This design comes from an exercise in tuning for small area, a short achievable clock period and few clock cycles on the open sky130 flow, not from production work. RTL that was checked went through simulation tests only; none was proved equivalent to the original. The clock input has no modelled driver; a real chip could not lean on it and would need a root buffer or a full tree. No activity file was given, so power comes from the tool's default toggle rates.

== old ==
==> flow/design.v <==
module lcd_ctrl(clk, reset, datain, cmd, cmd_valid, dataout, output_valid, busy);
input           clk;
input           reset;
input   [7:0]   datain;
input   [2:0]   cmd;
input           cmd_valid;
output  reg [7:0] dataout;
output  reg     output_valid;
output  reg     busy;
reg  [7:0] p [0:35];     
reg        loading;      
reg  [1:0] wr, wc;       
reg  [3:0] pq;           
reg  [1:0] pm;
reg        qv;           
reg        rd;           
reg  [3:0] rcnt;         
reg  [3:0] rq;           
integer i;
reg [7:0] g0, g1, g2, tap;
always @* begin
  case (rq[1:0])
    2'd0: begin g0 = p[0];  g1 = p[12]; g2 = p[24]; end
    2'd1: begin g0 = p[3];  g1 = p[15]; g2 = p[27]; end
    2'd2: begin g0 = p[6];  g1 = p[18]; g2 = p[30]; end
    default: begin g0 = p[9]; g1 = p[21]; g2 = p[33]; end
  endcase
  tap = rq[3] ? g2 : rq[2] ? g1 : g0;
end
wire       m0  = (pm == 2'd0);
wire       m2  = (pm == 2'd2);
reg [3:0] qm1, qm2, qm3, qp1, qp2;
integer k;
always @* begin
  qm1 = 4'd0; qm2 = 4'd0; qm3 = 4'd0; qp1 = 4'd0; qp2 = 4'd0;
  for (k = 0; k < 12; k = k + 1)
    if (pq == k) begin
      qm1 = (k + 11) % 12; qm2 = (k + 10) % 12; qm3 = (k + 9) % 12;
      qp1 = (k + 1) % 12;  qp2 = (k + 2) % 12;
    end
end
wire [1:0] pm_dec = m0 ? 2'd2 : {1'b0, pm[1]};           
wire [3:0] pq_dec = m0 ? qm1 : pq;
wire [1:0] pm_lf  = {pm[0], ~pm[1] & ~pm[0]};          
wire [3:0] pq_lf  = m2 ? pq : qm1;
wire [3:0] pq_up  = m0 ? qm3 : qm2;
wire [3:0] pq_dn  = m0 ? qp1 : qp2;
wire rt_ok = (wc != 2'd3);
wire lf_ok = (wc != 2'd0);
wire up_ok = (wr != 2'd0);
wire dn_ok = (wr != 2'd3);
wire [1:0] wc_inc = {wc[1] ^ wc[0], ~wc[0]};
wire [1:0] wc_dec = {wc[1] ^ ~wc[0], ~wc[0]};
wire [1:0] wr_inc = {wr[1] ^ wr[0], ~wr[0]};
wire [1:0] wr_dec = {wr[1] ^ ~wr[0], ~wr[0]};
reg  [5:0] cand_p;       
reg  [3:0] cand_w;       
always @* begin
  case (cmd)
    3'd1:    begin cand_p = {4'd4, 2'd2}; cand_w = {2'd2, 2'd2}; end
    3'd2:    begin cand_p = rt_ok ? {pq, pm} : {pq_dec, pm_dec};       cand_w = {wr, rt_ok ? wc_inc : wc}; end
    3'd3:    begin cand_p = lf_ok ? {pq_lf, pm_lf} : {pq_dec, pm_dec}; cand_w = {wr, lf_ok ? wc_dec : wc}; end
    3'd4, 3'd6: begin cand_p = {up_ok ? pq_up : pq_dec, pm_dec};       cand_w = {up_ok ? wr_dec : wr, wc}; end
    3'd5, 3'd7: begin cand_p = {dn_ok ? pq_dn : pq_dec, pm_dec};       cand_w = {dn_ok ? wr_inc : wr, wc}; end
    default: begin cand_p = {pq_dec, pm_dec}; cand_w = {wr, wc}; end
  endcase
end
wire acc   = cmd_valid & ~busy;
wire [3:0] npq = acc ? cand_p[5:2] : pq_dec;
wire [1:0] npm = acc ? cand_p[1:0] : pm_dec;
reg [3:0] rq_inc, rcnt_inc;
always @* begin
  rq_inc = 4'd0; rcnt_inc = 4'd0;
  for (k = 0; k < 12; k = k + 1)
    if (rq == k) rq_inc = (k + 1) % 12;
  for (k = 0; k < 8; k = k + 1)
    if (rcnt == k) rcnt_inc = k + 1;
end
wire last    = (rcnt == 4'd8);
wire free    = ~rd | last;
wire start   = qv & free & (pm == 2'd1);
wire ldpulse = loading & (((pq == 4'd11) & ~m2) | ((pq == 4'd10) & m2) |
                          ((pq == 4'd9)  & ~m2) | ((pq == 4'd8)  & m2) |
                          ((pq == 4'd7)  & ~m2) | ((pq == 4'd6)  & m2));
wire ldend   = (pq == 4'd5) & m0;
reg        nrd;
reg  [3:0] nrcnt, nrq;
always @* begin
  nrd = rd; nrcnt = rcnt; nrq = rq;
  if (reset) begin
    nrd = 1'b0;
    nrcnt = 4'd8;
  end else if (start) begin
    nrd = 1'b1;
    nrcnt = 4'd0;
    nrq = pq;
  end else if (rd & ~last) begin
    nrcnt = rcnt_inc;
    if (rcnt == 4'd2 || rcnt == 4'd5)
      nrq = rq_inc;
  end else begin
    nrd = ldpulse;
    if (ldpulse) nrq = 4'd11;
  end
end
wire unsafe_st = (pq == 4'd8) | (pq == 4'd9) | (pq == 4'd10);
wire unsafe_rd = rd & (((rq == 4'd8) & (rcnt == 4'd0)) |
                       ((rq == 4'd9) & (rcnt <= 4'd2)) |
                       ((rq == 4'd10) & ((rcnt == 4'd0) | (rcnt == 4'd3))));
wire unsafe = ~reset & (start ? unsafe_st : unsafe_rd);
wire       ld_in = acc & (cmd == 3'd1);
wire       nload = ~reset & (ld_in | (loading & ~ldend));
wire       nqv   = ~reset & ((acc & ~(cmd == 3'd1)) | (qv & ~start));
always @(posedge clk) begin
  for (i = 0; i < 35; i = i + 1)
    p[i] <= p[i+1];
  p[35] <= loading ? datain : p[0];
  dataout <= tap;
  loading <= nload;
  qv      <= nqv;
  busy    <= ~reset & (acc | (loading & ~ldend) | (qv & ~start) | unsafe);
  output_valid <= ~reset & rd;
  pq <= npq;
  pm <= npm;
  if (acc) {wr, wc} <= cand_w;
  rd   <= nrd;
  rcnt <= nrcnt;
  rq   <= nrq;
end
endmodule
clock: 5.5 ns
lec_check: 0
abc_clock_period_in_ps: 2000
cap_margin: 20
core_margin: 2
core_utilization: 40
setup_slack_margin: 3.5
slew_margin: 20
standard.sh (not shown) runs the stock make flow with config.mk's settings and CLKGATE_MAP_FILE= SYNTH_SCRIPT=/design/flow/synth_recipe.tcl, a recipe that flattens the netlist after the stock synthesis.
==> flow/flow/run.sh <==
#!/bin/bash
set -euo pipefail
export CTS_ARGS="-sink_clustering_enable -repair_clock_nets -dont_use_dummy_load -buf_list sky130_fd_sc_hd__clkbuf_16 -sink_clustering_size 30 -sink_clustering_max_diameter 200 -sink_buffer_max_cap_derate 0.12"
export BUFFER_PORTS_ARGS="-buffer_cell sky130_fd_sc_hd__buf_2"
export POST_CTS_TCL="$(pwd)/flow/post_cts.tcl"
bash standard.sh > standard.log 2>&1
==> flow/flow/post_cts.tcl <==
set block [ord::get_db_block]
set clknet [[$block findBTerm clk] getNet]
set roots {}
foreach it [$clknet getITerms] { lappend roots [$it getInst] }
if {[llength $roots] == 1} {
  set root [lindex $roots 0]
  set onet [[$root findITerm X] getNet]
  set loads {}
  foreach it [$onet getITerms] {
    if {[$it getInst] != $root} { lappend loads $it }
  }
  if {[llength $loads] <= 4} {
    puts "post_cts: removing clock root buffer [$root getName], [llength $loads] loads move to the clock port"
    foreach it $loads { $it disconnect; $it connect $clknet }
    odb::dbInst_destroy $root
    odb::dbNet_destroy $onet
    estimate_parasitics -placement
    repair_timing_helper
    detailed_placement
    check_placement -verbose
  }
}
diff inputs: old => new
--- a/flow/design.v
+++ b/flow/design.v
@@ -102,13 +102,11 @@
     nrd = ldpulse;
     if (ldpulse) nrq = 4'd11;
   end
 end
-wire unsafe_st = (pq == 4'd8) | (pq == 4'd9) | (pq == 4'd10);
-wire unsafe_rd = rd & (((rq == 4'd8) & (rcnt == 4'd0)) |
-                       ((rq == 4'd9) & (rcnt <= 4'd2)) |
-                       ((rq == 4'd10) & ((rcnt == 4'd0) | (rcnt == 4'd3))));
-wire unsafe = ~reset & (start ? unsafe_st : unsafe_rd);
+wire unsafe = nrd & (((nrq == 4'd8)  & (nrcnt < 4'd2)) |
+                     ((nrq == 4'd9)  & (nrcnt < 4'd3)) |
+                     ((nrq == 4'd10) & ((nrcnt < 4'd2) | (nrcnt == 4'd3) | (nrcnt == 4'd4))));
 wire       ld_in = acc & (cmd == 3'd1);
 wire       nload = ~reset & (ld_in | (loading & ~ldend));
 wire       nqv   = ~reset & ((acc & ~(cmd == 3'd1)) | (qv & ~start));
 always @(posedge clk) begin
### Flow results
- new completed end to end with timing, DRC and antenna clean.
- Summary of new over old: total power +0.00025 W, via count of the first global-routing pass +23, smallest setup slack after layout +0.035 ns.
- new vs. old: number of placed instances with taps included grew by 2.6%; layout-stage area growth over the synthesis result grew by 1.9 points; setup slack at placement grew by 0.19 ns; global-route usage over all layers grew by 0.16 points.
- Relative to old, relative max-transition margin has increased by 24 points in new.
- old has lower highest clock rate than new.
- Compared with old, in new synthesized cell count rose 3.9%, number of nets at the end of the flow rose 4.2%, hold slack about even.
No run of this note included a check of the RTL's function; only the layout flow was run.

* * *

job 102:
lcd_ctrl, a different RTL version from the one above (not shown whole).
Size: roughly 720 cells after synthesis, about 24 I/O pins, roughly 8200 sq um of cells after synthesis.
==> module lcd_ctrl, before the edit <==
module lcd_ctrl(clk, reset, datain, cmd, cmd_valid, dataout, output_valid, busy);
input           clk;
input           reset;
input   [7:0]   datain;
input   [2:0]   cmd;
input           cmd_valid;
output  reg [7:0] dataout;
output  reg     output_valid;
output  reg     busy;
reg  [7:0] p [0:35];     
reg        loading;      
reg  [1:0] wr, wc;       
reg  [3:0] pq;           
reg  [1:0] pm;
reg        qv;           
reg  [3:0] rcnt;         
reg  [3:0] rq;           
integer i;
reg [7:0] g0, g1, g2, tap;
always @* begin
  case (rq[1:0])
    2'd0: begin g0 = p[0];  g1 = p[12]; g2 = p[24]; end
    2'd1: begin g0 = p[3];  g1 = p[15]; g2 = p[27]; end
    2'd2: begin g0 = p[6];  g1 = p[18]; g2 = p[30]; end
    default: begin g0 = p[9]; g1 = p[21]; g2 = p[33]; end
  endcase
  tap = rq[3] ? g2 : rq[2] ? g1 : g0;
end
wire       m0  = (pm == 2'd0);
wire       m2  = (pm == 2'd2);
reg [3:0] qm1, qm2, qm3, qp1, qp2;
integer k;
always @* begin
  qm1 = 4'd0; qm2 = 4'd0; qm3 = 4'd0; qp1 = 4'd0; qp2 = 4'd0;
  for (k = 0; k < 12; k = k + 1)
    if (pq == k) begin
      qm1 = (k + 11) % 12; qm2 = (k + 10) % 12; qm3 = (k + 9) % 12;
      qp1 = (k + 1) % 12;  qp2 = (k + 2) % 12;
    end
end
wire [1:0] pm_dec = m0 ? 2'd2 : {1'b0, pm[1]};           
wire [3:0] pq_dec = m0 ? qm1 : pq;
wire [1:0] pm_lf  = {pm[0], ~pm[1] & ~pm[0]};          
wire [3:0] pq_lf  = m2 ? pq : qm1;
wire [3:0] pq_up  = m0 ? qm3 : qm2;
wire [3:0] pq_dn  = m0 ? qp1 : qp2;
wire acc   = cmd_valid;      
wire s_ld  = acc & (cmd == 3'd1);
wire s_rt  = acc & (cmd == 3'd2) & (wc != 2'd3);
wire s_lf  = acc & (cmd == 3'd3) & (wc != 2'd0);
wire s_up  = acc & cmd[2] & ~cmd[0] & (wr != 2'd0);
wire s_dn  = acc & cmd[2] &  cmd[0] & (wr != 2'd3);
wire s_st  = ~(s_ld | s_rt | s_lf | s_up | s_dn);
wire [3:0] npq = ({4{s_ld}} & 4'd4) | ({4{s_rt}} & pq) | ({4{s_lf}} & pq_lf) |
                 ({4{s_up}} & pq_up) | ({4{s_dn}} & pq_dn) | ({4{s_st}} & pq_dec);
wire [1:0] npm = ({2{s_ld}} & 2'd2) | ({2{s_rt}} & pm) | ({2{s_lf}} & pm_lf) |
                 ({2{s_up | s_dn | s_st}} & pm_dec);
reg [3:0] rq_inc, rcnt_inc;
always @* begin
  rq_inc = 4'd0; rcnt_inc = 4'd0;
  for (k = 0; k < 12; k = k + 1)
    if (rq == k) rq_inc = (k + 1) % 12;
  for (k = 0; k < 8; k = k + 1)
    if (rcnt == k) rcnt_inc = k + 1;
end
wire rd      = ~(rcnt[3] & rcnt[0]);
wire last    = rcnt[3] & ~rcnt[0];
wire free    = rcnt[3];
wire start   = qv & free & (pm == 2'd1) & (~loading | (pq == 4'd9));
wire ldend   = (pq == 4'd5) & m0;
reg  [3:0] nrcnt, nrq;
always @* begin
  nrcnt = rcnt; nrq = rq;
  if (reset) begin
    nrcnt = 4'd9;
  end else if (start) begin
    nrcnt = 4'd0;
    nrq = pq;
  end else if (free) begin
    nrcnt = 4'd9;
  end else begin
    nrcnt = rcnt_inc;
    if (rcnt == 4'd2 || rcnt == 4'd5)
      nrq = rq_inc;
  end
end
wire unsafe_st = (pq == 4'd8) | (pq == 4'd9) | (pq == 4'd10);
wire unsafe_rd = (((rq == 4'd8) & (rcnt == 4'd0)) |
                       ((rq == 4'd9) & (rcnt <= 4'd2)) |
                       ((rq == 4'd10) & ((rcnt == 4'd0) | (rcnt == 4'd3))));
wire unsafe = start ? unsafe_st : unsafe_rd;
wire early = qv & (pm == 2'd2) & (free | (~rcnt[3] & rcnt[2] & rcnt[1] & rcnt[0])) &
             ~loading & ~unsafe_st;
wire       nload = ~reset & (s_ld | (loading & ~ldend));
wire       nqv   = ~reset & (acc | (qv & ~start));
always @(posedge clk) begin
  for (i = 0; i < 35; i = i + 1)
    p[i] <= p[i+1];
  p[35] <= loading ? datain : p[0];
  dataout <= tap;
  loading <= nload;
  qv      <= nqv;
  busy    <= ~reset & (acc | (loading & ~ldend) | (qv & ~start & ~early) | unsafe);
  output_valid <= ~reset & rd;
  pq <= npq;
  pm <= npm;
  if (s_ld) begin
    wr <= 2'd2; wc <= 2'd2;
  end else begin
    if (s_rt) wc <= {wc[1] ^ wc[0], ~wc[0]};
    if (s_lf) wc <= {wc[1] ^ ~wc[0], ~wc[0]};
    if (s_up) wr <= {wr[1] ^ ~wr[0], ~wr[0]};
    if (s_dn) wr <= {wr[1] ^ wr[0], ~wr[0]};
  end
  rcnt <= nrcnt;
  rq   <= nrq;
end
endmodule
clock: 5.5 ns
lec_check: 0
abc_area: 1
abc_clock_period_in_ps: 2000
cap_margin: 20
core_margin: 2
core_utilization: 40
setup_slack_margin: 3.6
slew_margin: 20
==> flow/flow/run.sh <==
#!/bin/bash
set -euo pipefail
export CTS_ARGS="-sink_clustering_enable -repair_clock_nets -dont_use_dummy_load -buf_list sky130_fd_sc_hd__clkbuf_16 -sink_clustering_size 26 -sink_clustering_max_diameter 200 -sink_buffer_max_cap_derate 0.12"
export BUFFER_PORTS_ARGS="-buffer_cell sky130_fd_sc_hd__buf_2"
export POST_CTS_TCL="$(pwd)/flow/post_cts.tcl"
bash standard.sh > standard.log 2>&1
Other scripts of this flow, unchanged in this note and not shown: flow/flow/post_cts.tcl
Testbench counts of job 102, summed over its fixed seeds: cycles 12,034.
The inputs of job 104 differ from those of job 102 as listed below.
diff --git a/flow/design.v b/flow/design.v
--- a/flow/design.v
+++ b/flow/design.v
@@ -41,13 +41,13 @@
 wire [1:0] pm_dec = m0 ? 2'd2 : {1'b0, pm[1]};           
 wire [3:0] pq_dec = m0 ? qm1 : pq;
 wire [1:0] pm_lf  = {pm[0], ~pm[1] & ~pm[0]};          
 wire [3:0] pq_lf  = m2 ? pq : qm1;
 wire [3:0] pq_up  = m0 ? qm3 : qm2;
 wire [3:0] pq_dn  = m0 ? qp1 : qp2;
-wire acc   = cmd_valid;      
+wire acc   = cmd_valid & ~busy;
 wire s_ld  = acc & (cmd == 3'd1);
 wire s_rt  = acc & (cmd == 3'd2) & (wc != 2'd3);
 wire s_lf  = acc & (cmd == 3'd3) & (wc != 2'd0);
 wire s_up  = acc & cmd[2] & ~cmd[0] & (wr != 2'd0);
 wire s_dn  = acc & cmd[2] &  cmd[0] & (wr != 2'd3);
 wire s_st  = ~(s_ld | s_rt | s_lf | s_up | s_dn);
Compared with job 102, synthesized instance count in job 104 increased by a few percent. Job 104 vs. job 102: internal power consumption shows an increase of 0.70%, final net count +23, met3 layer usage reported by global route saw little to no change. On final cell count: job 104 sits above job 102. In the tables for job 102 and job 104, final period demand of the worst path reads lower with job 102. Looking at core area across both flows, job 104 is the weaker of the two, with job 102 ahead. The estimated power of job 104 ends up higher than the estimate for job 102. Diff job 102 -> job 104 | static leakage | down slightly. In the tables for job 102 and job 104, transition time at the pin with the least slew margin reads lower with job 102. Taking job 102 as the reference, in job 104 share of the final layout cell area in multi-input gates did not really move; setup slack decreased 0.037 ns; total routed wirelength rose by 3.9%. The higher die area of job 102 and job 104 is in job 104.
No functional check of the RTL was part of job 104.

port drivers added, routing unchanged:
How much do the figures lean on ideal ports? The routed layouts below were timed once more, with nothing changed but the port constraints.
Step 1 assumes that a clkbuf_16 drives the clock port and a buf_2 every other input.
Step 2 moves the port delays by t, midway between the first and last clock arrival at a register: inputs arrive t later, outputs are due t later. That takes back most of the time a late clock gives input paths.
a / b / c = ideal ports / drivers / drivers and shift; a / b = the first two.
run | t, ns | setup WS [ns] | pins driven straight from the clock port
old | 0.392 | 3.405 / 3.412 / 3.020 | 2
new | 0.390 | 3.440 / 3.440 / 3.113 | 2
job 102 | 0.363 | 3.644 / 3.567 / 3.344 | 4
job 104 | 0.366 | 3.607 / 3.532 / 3.360 | 4
After both steps setup and hold are still met in every run listed. For old, which loses most, drivers alone change the setup slack by +0.007 ns; drivers and shift together by -0.385 ns.
